This design comes from an exercise in tuning for small area, a short achievable clock period and few clock cycles on the open sky130 flow, not from production work. Only simulation tests tie the RTL to the original design; equivalence was not proved.

**flow/config.mk**
```make
export PLATFORM = sky130hd
export DESIGN_NAME = steganography
export DESIGN_NICKNAME = steganography
export VERILOG_FILES = /design/flow/design.v
export SDC_FILE = /design/flow/constraint.sdc
export NUM_CORES = 4
export LEC_CHECK = 0
export CAP_MARGIN = 20
export CORE_MARGIN = 2
export CORE_UTILIZATION = 40
export SLEW_MARGIN = 20
```
**flow/constraint.sdc**
```tcl
create_clock -name core_clock -period 16.0 [get_ports {sys_clk}]
set_input_delay 3.2000 -clock core_clock [delete_from_list [all_inputs] [get_ports {sys_clk}]]
set_output_delay 3.2000 -clock core_clock [all_outputs]
set_load 0.01 [all_outputs]
```
**flow/design.v**
```verilog
`timescale 1ns / 1ps
module control_unit
#(		
		parameter REG_WIDTH = 32
	)
	(
		input [REG_WIDTH-1 : 0] control_signal,
		input [REG_WIDTH-1 : 0] message_size,
		output reg [REG_WIDTH-1 : 0] respond_signal,
		input out_finish,
		output reset,
		output start,
		output sgp_mode,
		output ps_enb,
		output reg out_sel,
		output reg [REG_WIDTH-1 : 0] pixel_size,
		output reg [REG_WIDTH-1 : 0] secret_size,
		output reg [REG_WIDTH-1 : 0] output_size
	);
	assign reset = ~control_signal[0];
	assign start = control_signal[1];
	assign sgp_mode = control_signal[2];
	assign ps_enb = control_signal[3];
	always @(*) begin
		respond_signal[REG_WIDTH-1 : 1] = {(REG_WIDTH-1){1'b0}};
		if (out_finish)
			respond_signal[0] <= 1;
		else
			respond_signal[0] <= 0;
	end
	always @(*) begin
	   case (sgp_mode)
	       1'b0: begin
	           pixel_size <= (message_size * 6);
	           secret_size <= message_size;
	           output_size <= (message_size * 6);
	           out_sel <= 1'b0;
	       end
	       1'b1: begin
	           pixel_size <= (message_size * 6);
	           secret_size <= 0;
	           output_size <= message_size;
	           out_sel <= 1'b1;
	       end
	   endcase
	end
endmodule
`timescale 1ns / 1ps
module fifo #
	(
		parameter FF_DEPTH = 16,
		parameter FF_WIDTH = 8
	)
	(
		input clk,
		input rst_n,
		input rden,
		output reg [FF_WIDTH-1 : 0] dout,
		output empty,
		input wren,
		input [FF_WIDTH-1 : 0] din,
		output full
	);
	localparam FF_ADDR_W = $clog2(FF_DEPTH);
	reg [FF_WIDTH-1 : 0] mem [FF_DEPTH-1 : 0];
	reg [FF_ADDR_W : 0] rdptr;
	reg [FF_ADDR_W : 0] wrptr;
	assign empty = (rdptr == wrptr);
	assign full = ({!rdptr[FF_ADDR_W],rdptr[FF_ADDR_W-1:0]} == wrptr);
	always @(posedge clk) begin
        if (!rst_n)
            wrptr <= {(FF_ADDR_W+1){1'b0}};
        else begin
            if (wren && !full) begin
                mem[wrptr[FF_ADDR_W-1 : 0]] <= din;
                wrptr <= wrptr + 1;
            end
        end
	end
    always @(posedge clk) begin
        if (!rst_n) begin
            rdptr <= {(FF_ADDR_W+1){1'b0}};
            dout <= {FF_WIDTH{1'b0}};
        end
        else begin
            if (rden && !empty) begin
                dout <= mem[rdptr[FF_ADDR_W-1 : 0]];
                rdptr <= rdptr + 1;
            end
        end
    end
endmodule
`timescale 1ns / 1ps
module ctrl_rd_bram #
    (
        parameter DATA_WIDTH = 32,
		parameter ADDR_WIDTH = 32,
		parameter NUM_BYTES = 4,
		parameter REG_WIDTH = 32,
		parameter FF_WIDTH = 8
    )  
    (
        input clk,
		input rst_n,
		output reg finish,
		input start,
		input [REG_WIDTH-1 : 0] data_size,
		output bram_clk,
		input [DATA_WIDTH-1 : 0] rddata,
		output reg [ADDR_WIDTH-1 : 0] addr,
		output [NUM_BYTES-1 : 0] we,
		input ff_full,
		output reg ff_wren,
		output reg [FF_WIDTH-1 : 0] ff_wr_data
    );
    reg [ADDR_WIDTH-1 : 0] addr_reg;
    reg [FF_WIDTH-1 : 0] data_reg [3 : 0];
    reg [1 : 0] wr_sel;
    reg [REG_WIDTH-1 : 0] data_cnt;
    wire start_rd;
    assign we = {NUM_BYTES{1'b0}};
    assign start_rd = (start && (data_size > 0));
    assign bram_clk = clk; 
    localparam INIT = 3'd0;
    localparam LD_ADDR = 3'd1;
    localparam RD_BRAM = 3'd2;
    localparam WAIT_BRAM = 3'd3;
    localparam WR_FF = 3'd4;
    localparam LD_FF = 3'd5;
    localparam FINISH = 3'd6;
    reg [2:0] next_state;
    wire [2:0] curr_state;
    assign curr_state = next_state;
    integer i;
    always @(posedge clk) begin
        if (!rst_n) begin
            addr <= {ADDR_WIDTH{1'b0}};
            ff_wren <= 1'b0;
            next_state <= INIT;
        end
        else begin
            case (curr_state)
            INIT: begin
                finish <= 1'b0;
                addr <= {ADDR_WIDTH{1'b0}};
                ff_wren <= 1'b0;
                ff_wr_data <= {FF_WIDTH{1'b0}};
                addr_reg <= {ADDR_WIDTH{1'b0}};
                for (i=0; i<4; i=i+1)
                    data_reg[i] <= {FF_WIDTH{1'b0}};
                wr_sel <= 2'd0;
                data_cnt <= {REG_WIDTH{1'b0}};
                if (start_rd)
                    next_state <= LD_ADDR;
                else
                    next_state <= INIT;
            end
            LD_ADDR: begin
                ff_wren <= 1'b0;
                finish <= 1'b0;
                if (data_cnt >= data_size) begin
                    next_state <= FINISH;
                end
                else begin
                    addr <= addr_reg << 2;
                    next_state <= WAIT_BRAM;
                end
            end
            WAIT_BRAM: begin
                next_state <= RD_BRAM;
            end
            RD_BRAM: begin
                addr_reg <= addr_reg + 1;
                data_reg[0] <= rddata[7:0];
                data_reg[1] <= rddata[15:8];
                data_reg[2] <= rddata[23:16];
                data_reg[3] <= rddata[31:24];
                next_state <= WR_FF;
            end
            WR_FF: begin
                if (data_cnt >= data_size) begin
                    ff_wren <= 1'b0;
                    next_state <= FINISH;
                end
                else if (ff_full) begin
                    ff_wren <= 1'b0;
                    ff_wr_data <= {FF_WIDTH{1'b0}};
                    next_state <= WR_FF;
                end
                else if (wr_sel != 2'd3) begin
                    data_cnt <= data_cnt + 1;
                    wr_sel <= wr_sel + 1;
                    ff_wren <= 1'b1;
                    ff_wr_data <= data_reg[wr_sel];
                    next_state <= LD_FF;
                end
                else begin
                    data_cnt <= data_cnt + 1;
                    wr_sel <= wr_sel + 1;
                    ff_wren <= 1'b1;
                    ff_wr_data <= data_reg[wr_sel];
                    next_state <= LD_ADDR;
                end
            end
            LD_FF: begin
                ff_wren <= 1'b0;
                next_state <= WR_FF;
            end
            FINISH: begin
                finish <= 1'b1;
                next_state <= FINISH;  
            end
            default:
                next_state <= INIT;
            endcase
        end
    end
endmodule
`timescale 1ns / 1ps
module ctrl_wr_bram #
    (
        parameter DATA_WIDTH = 32,
		parameter ADDR_WIDTH = 32,
		parameter NUM_BYTES = 4,
		parameter REG_WIDTH = 32,
		parameter FF_WIDTH = 8
    )  
    (
        input clk,
		input rst_n,
		output reg finish,
		input sel,
		input start,
		input [REG_WIDTH-1 : 0] data_size,
		output image_clk,
		output [DATA_WIDTH-1 : 0] image_wrdata,
		output [ADDR_WIDTH-1 : 0] image_addr,
		output [NUM_BYTES-1 : 0] image_we,
		output secret_clk,
		output [DATA_WIDTH-1 : 0] secret_wrdata,
		output [ADDR_WIDTH-1 : 0] secret_addr,
		output [NUM_BYTES-1 : 0] secret_we,
		input ff_empty,
		input [FF_WIDTH-1 : 0] ff_rd_data,
		output reg ff_rden
    );
    wire bram_clk;
    reg [DATA_WIDTH-1 : 0] wrdata;
    reg [ADDR_WIDTH-1 : 0] addr;
    reg [NUM_BYTES-1 : 0] we;
    reg [ADDR_WIDTH-1 : 0] addr_reg;
    reg [FF_WIDTH-1 : 0] data_reg [3 : 0];
    reg we_reg [3 : 0];
    reg [1 : 0] wr_sel;
    reg [REG_WIDTH-1 : 0] data_cnt;
    wire start_wr;
    assign start_wr = (start && (data_size > 0));
    assign image_clk = clk;
    assign secret_clk = clk;
    assign image_wrdata = wrdata;
    assign secret_wrdata = wrdata;
    assign image_addr = addr;
    assign secret_addr = addr;
    assign image_we = (sel) ? {NUM_BYTES{1'b0}} : we;
    assign secret_we = (sel) ? we : {NUM_BYTES{1'b0}};
    localparam INIT = 3'd0;
    localparam RD_FF = 3'd1;
    localparam LD_FF = 3'd2;
    localparam LD_ADDR = 3'd3;
    localparam WR_BRAM = 3'd4;
    localparam FINISH = 3'd5;
    reg [2:0] next_state;
    wire [2:0] curr_state;
    assign curr_state = next_state;
    integer i;
    always @(posedge clk) begin
        if (!rst_n) begin
            addr <= {ADDR_WIDTH{1'b0}};
            we <= {NUM_BYTES{1'b0}};
            finish <= 1'b0;
            ff_rden <= 1'b0;
            next_state <= INIT;
        end
        else begin
            case (curr_state)
                INIT: begin
                    finish <= 1'b0;
                    wrdata <= {DATA_WIDTH{1'b0}};
                    addr <= {ADDR_WIDTH{1'b0}};
                    we <= {NUM_BYTES{1'b0}};
                    ff_rden <= 1'b0;
                    addr_reg <= {ADDR_WIDTH{1'b0}};
                    wr_sel <= 2'd0;
                    data_cnt <= {REG_WIDTH{1'b0}};
                    for (i=0; i<4; i=i+1) begin
                        data_reg[i] <= {FF_WIDTH{1'b0}};
                        we_reg[i] <= 1'b0;
                    end
                    if (start_wr)
                        next_state <= RD_FF;
                    else
                        next_state <= INIT;
                end
                RD_FF: begin
                    finish <= 1'b0;
                    we <= {NUM_BYTES{1'b0}};                   
                    if (data_cnt >= data_size)
                        next_state <= FINISH;
                    else if (ff_empty)
                        next_state <= RD_FF;
                    else begin      
                        ff_rden <= 1'b1;                  
                        next_state <= LD_FF;
                    end
                end
                LD_FF: begin
                    ff_rden <= 1'b0;
                    next_state <= LD_ADDR;
                end
                LD_ADDR: begin
                    ff_rden <= 1'b0;
                    addr <= addr_reg << 2;
                    data_reg[wr_sel] <= ff_rd_data;
                    wr_sel <= wr_sel + 1;
                    next_state <= WR_BRAM;
                end
                WR_BRAM: begin
                    wrdata <= {data_reg[3],data_reg[2],data_reg[1],data_reg[0]};
                    we <= {NUM_BYTES{1'b1}};
                    data_cnt <= data_cnt + 1;
                    if (wr_sel == 2'd0) begin
                        addr_reg <= addr_reg + 1;
                        for (i=0; i<4; i=i+1)
                            data_reg[i] <= {FF_WIDTH{1'b0}};
                    end
                    next_state <= RD_FF;
                end
                FINISH: begin
                    finish <= 1'b1;
                    ff_rden <= 1'b0;
                    next_state <= FINISH; 
                end
                default:
                    next_state <= INIT;
            endcase
        end
    end
endmodule
`timescale 1ns / 1ps
module sgpp #
    (
        parameter REG_WIDTH = 32,
        parameter FF_WIDTH = 8
    )
    (
        input clk,
        input rst_n,
        input start,
        input sgp_mode,
        output [REG_WIDTH-1 : 0] debug_data,
        input ff_image_empty,
        input [FF_WIDTH-1 : 0] ff_rdimage,
        output reg ff_image_rden,
        input ff_secret_empty,
        input [FF_WIDTH-1 : 0] ff_rdsecret,
        output reg ff_secret_rden,
        input ff_out_full,
        output reg [FF_WIDTH-1 : 0] ff_out_wrdata,
        output reg ff_out_wren
    );
    integer i;
    reg [FF_WIDTH*2-1 : 0] image_data [2 : 0];
    reg [FF_WIDTH*2-1 : 0] secret_data;
    reg [FF_WIDTH*2-1 : 0] pixel [2 : 0];
    reg [FF_WIDTH*2-1 : 0] message;
    reg [FF_WIDTH-1 : 0] wrpixel [2 : 0];
    reg [FF_WIDTH-1 : 0] wrmessage;
    reg imagevld;
    reg secretvld;
    reg rdimage;
    reg rdsecret;
    reg sgpvalid;
    reg rdsgp;
    localparam INIT = 3'd0;
    localparam RD_FF = 3'd1;
    localparam LD_FF = 3'd2;
    localparam WR_DATA = 3'd3;
    localparam VALID = 3'd4;
    reg [1:0] image_sel;
    reg [2:0] image_next;
    wire [2:0] image_state;
    assign image_state = image_next;
    always @(posedge clk) begin
        if (!rst_n) begin
            ff_image_rden <= 1'b0;
            image_next <= INIT;
        end
        else begin
            case (image_state)
            INIT: begin
                ff_image_rden <= 1'b0;
                image_sel <= 2'd0;
                for (i=0; i<3; i=i+1)
                    image_data[i] <= {(FF_WIDTH*2){1'b0}};
                imagevld <= 1'b0;
                if (start)
                    image_next <= RD_FF;
                else
                    image_next <= INIT;
            end
            RD_FF: begin
                imagevld <= 1'b0;
                if (ff_image_empty)
                    image_next <= RD_FF;
                else begin
                    ff_image_rden <= 1'b1;
                    image_next <= LD_FF;
                end
            end
            LD_FF: begin
                ff_image_rden <= 1'b0;
                image_next <= WR_DATA;
            end
            WR_DATA: begin
                image_data[image_sel][FF_WIDTH-1 : 0] <= ff_rdimage;
                image_sel <= image_sel + 1;
                if (image_sel == 2'd2)
                    image_next <= VALID;
                else
                    image_next <= RD_FF;
            end
            VALID: begin
                image_sel <= 2'd0;
                imagevld <= 1'b1;
                if (rdimage)
                    image_next <= RD_FF;
                else
                    image_next <= VALID;
            end
            default:
                image_next <= INIT;
            endcase
        end
    end
    reg [2:0] secret_next;
    wire [2:0] secret_state;
    assign secret_state = secret_next;
    always @(posedge clk) begin
        if (!rst_n) begin
            ff_secret_rden <= 1'b0;
            secret_next <= INIT;
        end
        else begin
            case (secret_state)
            INIT: begin
                ff_secret_rden <= 1'b0;
                secret_data <= {(FF_WIDTH*2){1'b0}};
                secretvld <= 1'b0;
                if (start & !sgp_mode)
                    secret_next <= RD_FF;
                else
                    secret_next <= INIT;
            end
            RD_FF: begin
                secretvld <= 1'b0;
                if (ff_secret_empty)
                    secret_next <= RD_FF;
                else begin
                    ff_secret_rden <= 1'b1;
                    secret_next <= LD_FF;
                end
            end
            LD_FF: begin
                ff_secret_rden <= 1'b0;
                secret_next <= WR_DATA;
            end
            WR_DATA: begin
                secret_data[FF_WIDTH-1 : 0] <= ff_rdsecret;
                secret_next <= VALID;
            end
            VALID: begin
                secretvld <= 1'b1;
                if (rdsecret)
                    secret_next <= RD_FF;
                else
                    secret_next <= VALID;
            end
            default:
                secret_next <= INIT;
            endcase
        end
    end
    localparam INITIAL = 4'd0;
    localparam WAIT = 4'd1;
    localparam LOAD = 4'd2;
    localparam PRE_PROCESS = 4'd3;
    localparam EXTRACT_FUNCTION = 4'd4;
    localparam DECISION = 4'd5;
    localparam F4_1 = 4'd6;
    localparam F4_2 = 4'd7;
    localparam EMBED = 4'd8;
    localparam DATA_OUT = 4'd9;
    localparam READY = 4'd10;
    reg [FF_WIDTH*2-1 : 0] secret;
    reg [FF_WIDTH*2-1 : 0] image [2 : 0];
    reg [FF_WIDTH*2-1 : 0] res_f;
    reg [FF_WIDTH*2-1 : 0] res_s;
    reg [FF_WIDTH*2-1 : 0] res_secret;
    reg [FF_WIDTH*2-1 : 0] res_f4 [2 : 0];
    reg sgp_run;
    reg [3:0] sgp_next;
    wire [3:0] sgp_state;
    assign sgp_state = sgp_next;
    assign debug_data[3:0] = sgp_state;
    assign debug_data[4] = imagevld;
    assign debug_data[5] = secretvld;
    assign debug_data[6] = sgp_mode & imagevld;
    assign debug_data[7] = sgp_mode && imagevld;
    assign debug_data[8] = sgp_mode;
    always @(posedge clk) begin
        if (!rst_n)
            sgp_next <= INITIAL;
        else begin
            case (sgp_state)
            INITIAL: begin
                rdimage <= 1'b0;
                rdsecret <= 1'b0;
                sgpvalid <= 1'b0;
                sgp_run <= 1'b0;
                for (i=0; i<3; i=i+1) begin
                   image[i] <= {(FF_WIDTH*2){1'b0}};
                   pixel[i] <= {(FF_WIDTH*2){1'b0}};
                end
                secret <= {(FF_WIDTH*2){1'b0}};
                res_secret <= {(FF_WIDTH*2){1'b0}};
                res_f <= {(FF_WIDTH*2){1'b0}};
                message <= {(FF_WIDTH*2){1'b0}};
                if (start)
                    sgp_next <= WAIT;
                else
                    sgp_next <= INITIAL;
            end
            WAIT: begin
                sgpvalid <= 1'b0;
                if (!sgp_mode && imagevld && secretvld && !sgp_run)
                    sgp_next <= LOAD;
                else if (!sgp_mode && imagevld && sgp_run)
                    sgp_next <= LOAD;
                else if (sgp_mode && imagevld)
                    sgp_next <= LOAD;
                else
                    sgp_next <= WAIT;
            end
            LOAD: begin
                rdimage <= 1'b1;
                if (!sgp_mode && !sgp_run) begin
                    secret <= secret_data;
                    rdsecret <= 1'b1;
                end
                else
                    rdsecret <= 1'b0;
                for (i=0; i<3; i=i+1)
                   image[i] <= image_data[i];
                if (sgp_mode)
                    sgp_next <= EXTRACT_FUNCTION;
                else
                    sgp_next <= PRE_PROCESS;
            end
            PRE_PROCESS: begin
                rdimage <= 1'b0;
                rdsecret <= 1'b0;
                if (sgp_run)
                    res_secret[3:0] <= secret[3:0];
                else
                    res_secret[3:0] <= secret[7:4];
                for (i=0; i<3; i=i+1) begin
                    if (image[i] == 255)
                        image[i] <= 254;
                    else if (image[i] == 0)
                        image[i] <= 1;
                    else
                        image[i] <= image[i];
                end
                sgp_next <= EXTRACT_FUNCTION;
            end
            EXTRACT_FUNCTION: begin
                rdimage <= 1'b0;
                rdsecret <= 1'b0;
                res_f <= (image[0] + image[1] * 3 + image[2] * 9) % 27;
                if (sgp_mode) 
                    sgp_next <= DATA_OUT;
                else
                    sgp_next <= DECISION;
            end
            DECISION: begin
                if (res_f == res_secret)
                    sgp_next <= DATA_OUT;
                else begin
                    res_s <= ((res_secret - res_f) + 27) % 27;
                    sgp_next <= F4_1;
                end
            end
            F4_1: begin
                res_f4[0] <= (res_s - 1);
                res_f4[1] <= (res_s - 2) / 3;
                res_f4[2] <= (res_s - 5) / 9;
                sgp_next <= F4_2;
            end
            F4_2: begin
                for (i=0; i<3; i=i+1)
                    res_f4[i] <= res_f4[i] % 3;
                sgp_next <= EMBED;
            end
            EMBED: begin
                for (i=0; i<3; i=i+1) begin
                    if (res_f4[i] == 0 && res_s > (3**i - 1) / 2)
                        image[i] <= image[i] + 1;
                    else if (res_f4[i] == 1 && res_s > (3**i - 1) / 2)
                        image[i] <= image[i] - 1;
                    else
                        image[i] <= image[i];
                end
                sgp_next <= DATA_OUT;
            end
            DATA_OUT: begin
                if (sgp_mode && !sgp_run) begin
                    message[7:4] <= res_f[3:0];
                    sgp_run <= 1'b1;
                    sgp_next <= WAIT;
                end
                else if (sgp_mode && sgp_run) begin
                    message[3:0] <= res_f[3:0];
                    sgp_run <= 1'b0;
                    sgp_next <= READY;
                end    
                else if (!sgp_run) begin
                    sgp_run <= 1'b1;
                    for (i=0; i<3; i=i+1)
                        pixel[i] <= image[i];
                    sgp_next <= READY;
               end
               else begin
                    sgp_run <= 1'b0;
                    for (i=0; i<3; i=i+1)
                        pixel[i] <= image[i];
                    sgp_next <= READY;
               end
            end
            READY: begin
                sgpvalid <= 1'b1;
                if (rdsgp)
                    sgp_next <= WAIT;
                else
                    sgp_next <= READY; 
            end
            default:
                sgp_next <= INITIAL;
            endcase
        end
    end
    localparam RD_DATA = 3'd1;
    localparam LD_DATA = 3'd2;
    localparam WR_FF = 3'd3;
    localparam CK_FF = 3'd4;
    reg [1:0] out_sel;
    reg [2:0] out_next;
    wire [2:0] out_state;
    assign out_state = out_next;
    always @(posedge clk) begin
        if (!rst_n) begin
            ff_out_wren <= 1'b0;
            out_next <= INIT;
        end
        else begin
            case (out_state)
            INIT: begin
                ff_out_wren <= 1'b0;
                rdsgp <= 1'b0;
                out_sel <= 2'd0;
                ff_out_wrdata <= {(FF_WIDTH){1'b0}};
                wrmessage <= {(FF_WIDTH){1'b0}};
                for (i=0; i<3; i=i+1)
                    wrpixel[i] <= {(FF_WIDTH){1'b0}};
                if (start)
                    out_next <= RD_DATA;
                else
                    out_next <= INIT;
            end
            RD_DATA: begin
                out_sel <= 2'd0;
                if (sgpvalid)
                    out_next <= LD_DATA;
                else
                    out_next <= RD_DATA;
            end
            LD_DATA: begin
                rdsgp <= 1'b1;
                if (sgp_mode)
                    wrmessage <= message[FF_WIDTH-1 : 0];
                else
                    for (i=0; i<3; i=i+1)
                        wrpixel[i] <= pixel[i][FF_WIDTH-1 : 0];
                out_next <= WR_FF;
            end
            WR_FF: begin
                rdsgp <= 1'b0;
                if (ff_out_full)
                    out_next <= WR_FF;
                else if (sgp_mode) begin
                    ff_out_wren <= 1'b1;
                    ff_out_wrdata <= wrmessage;
                    out_sel <= 2'd3;
                    out_next <= CK_FF;
                end
                else begin
                    ff_out_wren <= 1'b1;
                    ff_out_wrdata <= wrpixel[out_sel];
                    out_sel <= out_sel + 1;
                    out_next <= CK_FF;
                end
            end
            CK_FF: begin
                ff_out_wren <= 1'b0;
                if (out_sel == 2'd3)
                    out_next <= RD_DATA;
                else
                    out_next <= WR_FF;
            end
            endcase
        end    
    end
endmodule
`timescale 1ns / 1ps
module steganography #
    (
        parameter DATA_WIDTH = 32,
        parameter ADDR_WIDTH = 32,
        parameter NUM_BYTES = 4,
        parameter REG_WIDTH = 32,
        parameter FF_WIDTH = 8
    )
    (        
        input sys_clk,
        input reset,
        input start,
        input mode,
        input [REG_WIDTH-1 : 0] message_size,
        output done,
        output [ADDR_WIDTH-1 : 0] image_addra,
        input [DATA_WIDTH-1 : 0] image_rddataa,
        output [ADDR_WIDTH-1 : 0] secret_addra,
        input [DATA_WIDTH-1 : 0] secret_rddataa,
        output [DATA_WIDTH-1 : 0] image_wrdatab,
        output [NUM_BYTES-1 : 0] image_web,
        output [ADDR_WIDTH-1 : 0] image_addrb,
        output [DATA_WIDTH-1 : 0] secret_wrdatab,
        output [NUM_BYTES-1 : 0] secret_web,
        output [ADDR_WIDTH-1 : 0] secret_addrb
    );
    wire out_finish;
    wire rst_n;
    wire out_sel;
    wire [REG_WIDTH-1 : 0] image_size;
    wire [REG_WIDTH-1 : 0] secret_size;
    wire [REG_WIDTH-1 : 0] output_size;
    wire ff_image_full;
    wire ff_image_empty;
    wire ff_image_wren;
    wire ff_image_rden;
    wire [FF_WIDTH-1 : 0] ff_image_wrdata;
    wire [FF_WIDTH-1 : 0] ff_image_rddata;
    wire ff_secret_full;
    wire ff_secret_empty;
    wire ff_secret_wren;
    wire ff_secret_rden;
    wire [FF_WIDTH-1 : 0] ff_secret_wrdata;
    wire [FF_WIDTH-1 : 0] ff_secret_rddata;
    wire ff_out_full;
    wire ff_out_empty;
    wire ff_out_wren;
    wire ff_out_rden;
    wire [FF_WIDTH-1 : 0] ff_out_wrdata;
    wire [FF_WIDTH-1 : 0] ff_out_rddata;
    wire [REG_WIDTH-1 : 0] control_signal;
    wire [REG_WIDTH-1 : 0] respond_signal;
    assign control_signal = {{(REG_WIDTH-3){1'b0}}, mode, start, reset};
    assign done = respond_signal[0];
    control_unit control_unit  
        (.control_signal(control_signal),
        .message_size(message_size),
        .respond_signal(respond_signal),
        .out_finish(out_finish),
        .reset(rst_n),
        .start(),
        .sgp_mode(),
        .ps_enb(),
        .out_sel(out_sel),
        .pixel_size(image_size),
        .secret_size(secret_size),
        .output_size(output_size)
        );
    ctrl_rd_bram rd_bram_image
        (.clk(sys_clk),
		.rst_n(rst_n),
		.finish(),
		.start(start),
		.data_size(image_size),
		.bram_clk(),
		.rddata(image_rddataa),
		.addr(image_addra),
		.we(),
		.ff_full(ff_image_full),
		.ff_wren(ff_image_wren),
		.ff_wr_data(ff_image_wrdata)
        );
    ctrl_rd_bram rd_bram_secret
        (.clk(sys_clk),
		.rst_n(rst_n),
		.finish(),
		.start(start),
		.data_size(secret_size),
		.bram_clk(),
		.rddata(secret_rddataa),
		.addr(secret_addra),
		.we(),
		.ff_full(ff_secret_full),
		.ff_wren(ff_secret_wren),
		.ff_wr_data(ff_secret_wrdata)
        );
    fifo ff_image
        (.clk(sys_clk),
		.rst_n(rst_n),
		.rden(ff_image_rden),
		.dout(ff_image_rddata),
		.empty(ff_image_empty),
		.wren(ff_image_wren),
		.din(ff_image_wrdata),
		.full(ff_image_full)
        );
    fifo ff_secret
        (.clk(sys_clk),
		.rst_n(rst_n),
		.rden(ff_secret_rden),
		.dout(ff_secret_rddata),
		.empty(ff_secret_empty),
		.wren(ff_secret_wren),
		.din(ff_secret_wrdata),
		.full(ff_secret_full)
        );
    sgpp sgpp_1
        (.clk(sys_clk),
        .rst_n(rst_n),
        .start(start),
        .sgp_mode(mode),
        .debug_data(),
        .ff_image_empty(ff_image_empty),
        .ff_rdimage(ff_image_rddata),
        .ff_image_rden(ff_image_rden),
        .ff_secret_empty(ff_secret_empty),
        .ff_rdsecret(ff_secret_rddata),
        .ff_secret_rden(ff_secret_rden),
        .ff_out_full(ff_out_full),
        .ff_out_wrdata(ff_out_wrdata),
        .ff_out_wren(ff_out_wren)
        );
    fifo ff_out
        (.clk(sys_clk),
		.rst_n(rst_n),
		.rden(ff_out_rden),
		.dout(ff_out_rddata),
		.empty(ff_out_empty),
		.wren(ff_out_wren),
		.din(ff_out_wrdata),
		.full(ff_out_full)
        );
    ctrl_wr_bram wr_bram_1
        (.clk(sys_clk),
		.rst_n(rst_n),
		.finish(out_finish),
		.sel(out_sel),
		.start(start),
		.data_size(output_size),
		.image_clk(),
		.image_wrdata(image_wrdatab),
		.image_addr(image_addrb),
		.image_we(image_web),
		.secret_clk(),
		.secret_wrdata(secret_wrdatab),
		.secret_addr(secret_addrb),
		.secret_we(secret_web),
		.ff_empty(ff_out_empty),
		.ff_rd_data(ff_out_rddata),
		.ff_rden(ff_out_rden)
        );
endmodule
```
**flow/run.sh**
```bash
#!/bin/bash
# synth_recipe.tcl (not shown) runs the flow's synth.tcl, then flattens the netlist and writes it again
# the make line also repeats each setting of config.mk as NAME=value (left out here)
make -C /OpenROAD-flow-scripts/flow DESIGN_CONFIG=/design/flow/config.mk WORK_HOME=/design/flow/orfs CLKGATE_MAP_FILE= SYNTH_SCRIPT=/design/flow/synth_recipe.tcl finish
```
==> reports/results.txt <==
number of flops mapped to enable cells by yosys: 975
clock-pin transition on the worst setup and hold timing paths: 0.06 ns
TritonCTS clock tree: yes
max_cap viols: 0
area of the multi-input gates: 41830 µm²
gr usage total: 18.92%
flops & latches, synth: 1149
initial antenna violation count: 1
Pre-antenna DRT Iters: 5
Rel. slew slack: 28.37%
global route overflow: 0
hold path depth: 2
largest net degree at the start of global routing: 86
CTS sink cnt: 1149
fmax: 0.06553 GHz
Synth cell types: 139
Synthesis Warnings: 11
total CTS buffers: 121
Worst R2R End: sgpp_1.res_f[0]
status: finished clean
DR vias/cell: 5.646
WS Path Type: register to register
Worst EP required: 16.45 ns
global-route wire length before repair: 308600 µm
clock root cell: clkbuf_16
drt wl/cell: 18.13 µm
Syn-to-layout area delta: 13.21%
crit path to: sgpp_1.res_f[0]
slew at the pin with the worst max-slew slack: 1.047 ns
synth top area cells: edfxtp_1 38%, ha_1 5.2%, dfxtp_1 4.5%, nor2_1 4.3%, xnor2_1 4.0%
Filler cells: 17720
DRT Wirelength: 193000 µm
final worst-path cycle share: 95.38%
post-route ant nets: 0
Commonest cells post-synth: 975 x edfxtp_1, 880 x nor2_1, 663 x nand2_1, 596 x a21oi_1, 348 x xnor2_1
worst skew pair latency: 0.78 ns
fin nets: 8477
critical path launch point type: register
Seq/Total Area, Yosys: 42.67%
DIE WIDTH: 442.1 µm
Placed Cells: 10410
DRC: 0
Mapped Cells: 7870
starting density of the core: 40.33%
deepest clock path buffer count: 3
hold_buf cts: 0
Async SR Flop Fraction: 0%
count leader, synth: edfxtp_1
Fin Hold WS: 0.4512 ns
row cnt: 160
layout cells sized above 1: 9.351%
Yosys top cell by area: edfxtp_1
slowest stage delay, CP: 0.65 ns
FF-to-FF path depth: 64
Tmin final: 15.26 ns
Worst R2R Setup Slack: 0.74 ns
number of buffers added on ports: 292
DR iter-0 viols: 4683
Core Box Area: 190400 µm²
Worst path slowest cell: fa_2
area share of the largest cell type after synthesis: 38.14%
R2R Path Start: sgpp_1.image[1][1]
Netlist Area Pre-Place: 76770 µm²
final setup fails: 0
die area: 195500 µm²
post-route non-filler standard cell count: 10650
Finished Cell Area: 86910 µm²
Worst Hold Class: register to register
io pins: 301
worst clock skew: 0.07336 ns
Placed Area: 82260 µm²
CP max FO: 9
number of inserted diodes: 0
utilization after layout: 45.65%
routed via count: 60120
number of global-route vias before repair: 56640
Setup crit end kind: register
Avg Cell Area, Syn: 9.755 µm²
DP HPWL: 139500 µm
Register Area: 32770 µm²
count of final hold-check violations: 0
Setup crit start: sgpp_1.image[1][1]
GPL Wtd Cong: 0.8673
Final Max Tran Viols: 0
H-Tree Depth: 3
Die Y: 442.1 µm
crit path DAT: 15.71 ns
Top FF cell, synth: edfxtp_1
==> kinds of logic (layout without fill, tap and decap cells) <==
family | count (synthesis) | in the layout | synth area share, %
XOR/XNOR | 642 | 642 | 7.445
multiplexers | 228 | 228 | 5.011
flip-flops | 1149 | 1149 | 42.67
AO/OA/AOI/OAI | 1839 | 1840 | 16.12
adder cells (fa/ha/maj) | 349 | 349 | 5.880
AND/OR/NAND/NOR | 2990 | 2990 | 19.14
buffers and inverters | 671 | 928 | 3.716
other | 2 | 12 | 0.009782
==> worst max-delay path, delay by kind of cell (launching register included) <==
| kind | cells | cell delay (ns) |
|---|---|---|
| compound gates | 33 | 7.87 |
| xor+xnor | 5 | 1.06 |
| fa+ha+maj | 5 | 1.66 |
| buf+inv | 4 | 0.57 |
| flops | 1 | 0.50 |
| mux | 1 | 0.16 |
| simple gates | 16 | 3.10 |
==> stage by stage <==
step | setup TNS (ns) | worst slack (ns)
floorplan | 0 | 1.061
global placement | 0 | 0.09867
detailed placement | -0.09101 | -0.07978
CTS | 0 | 0.02632
global route | -0.09828 | -0.05564
finish | 0 | 0.7394
==> layout by cell type, fill, tap and decap left out, types with 82 or more instances in the layout <==
| master | count |
|---|---|
| clkbuf_16 | 121 |
| nand2_1 | 659 |
| mux4_2 | 121 |
| nand2b_1 | 111 |
| a21oi_1 | 580 |
| and2_1 | 138 |
| dfxtp_1 | 171 |
| nand4_1 | 111 |
| nor2_1 | 872 |
| nor2b_1 | 88 |
| clkdlybuf4s50_1 | 290 |
| or3_1 | 82 |
| ha_1 | 314 |
| and3_1 | 217 |
| nand3_1 | 251 |
| nor3_1 | 162 |
| o21ai_0 | 293 |
| edfxtp_1 | 975 |
| xor2_1 | 285 |
| inv_1 | 235 |
| xnor2_1 | 346 |
| buf_4 | 173 |
==> routing by layer <==
layer | track usage [%] | up-vias | wire, µm
met5 | 0 | - | 0
met4 | 4.249 | 0 | 4124
met3 | 2.227 | 226 | 8599
met2 | 30.59 | 1420 | 88870
met1 | 27.09 | 28990 | 91450
li1 | - | 29490 | -
==> final cells by class <==
type | count | share of cell area, %
multi-input combinational | 6061 | 48.13
sequential | 1149 | 37.70
timing repair buffer | 465 | 4.853
tap | 2511 | 3.615
clock buffer | 146 | 3.603
clock inverter | 77 | 1.060
inverter | 240 | 1.037
==> how the worst min path moves through the flow <==
stage	end	startpoint
2_1_floorplan	ff_secret.dout[0]	ff_secret.dout[0]
3_3_place_gp	rd_bram_secret.addr[8]	rd_bram_secret.addr[8]
3_5_place_dp	rd_bram_image.addr[22]	rd_bram_image.addr[22]
4_1_cts	ff_secret.dout[5]	ff_secret.dout[5]
5_1_grt	rd_bram_image.addr[22]	rd_bram_image.addr[22]
6_report	ff_secret.dout[5]	ff_secret.dout[5]
==> repair_timing <==
item | CTS | global route
gates cloned | 0 | 1
pin swaps | 0 | 18
hold endpoints to repair | 0 | 0
gates resized for setup | 4 | 84
setup endpoints to repair | 8 | 15
buffers inserted | 0 | 15
Testbench counts, summed over its fixed seeds: cycles 155,633.

[separate check: timing with driven ports]
The flow's constraints put no driver on any port. The routed layout listed below was extracted and timed again, unchanged, in two steps.
Step 1 assumes that a clkbuf_16 drives the clock port and a buf_2 every other input.
Step 2 also shifts input and output timing later by t, the mid clock arrival at the registers, as if the neighbouring blocks saw the same clock.
Three values: no drivers, after step 1, after step 2; two values: the first two.
t (ns): 0.828
setup WS [ns]: 0.739 / 0.739 / 0.739
cell pins on the clock port's net: 1
After both steps setup and hold are still met in this run. For this run, drivers alone change the setup slack by 0.000 ns; drivers and shift together by 0.000 ns.
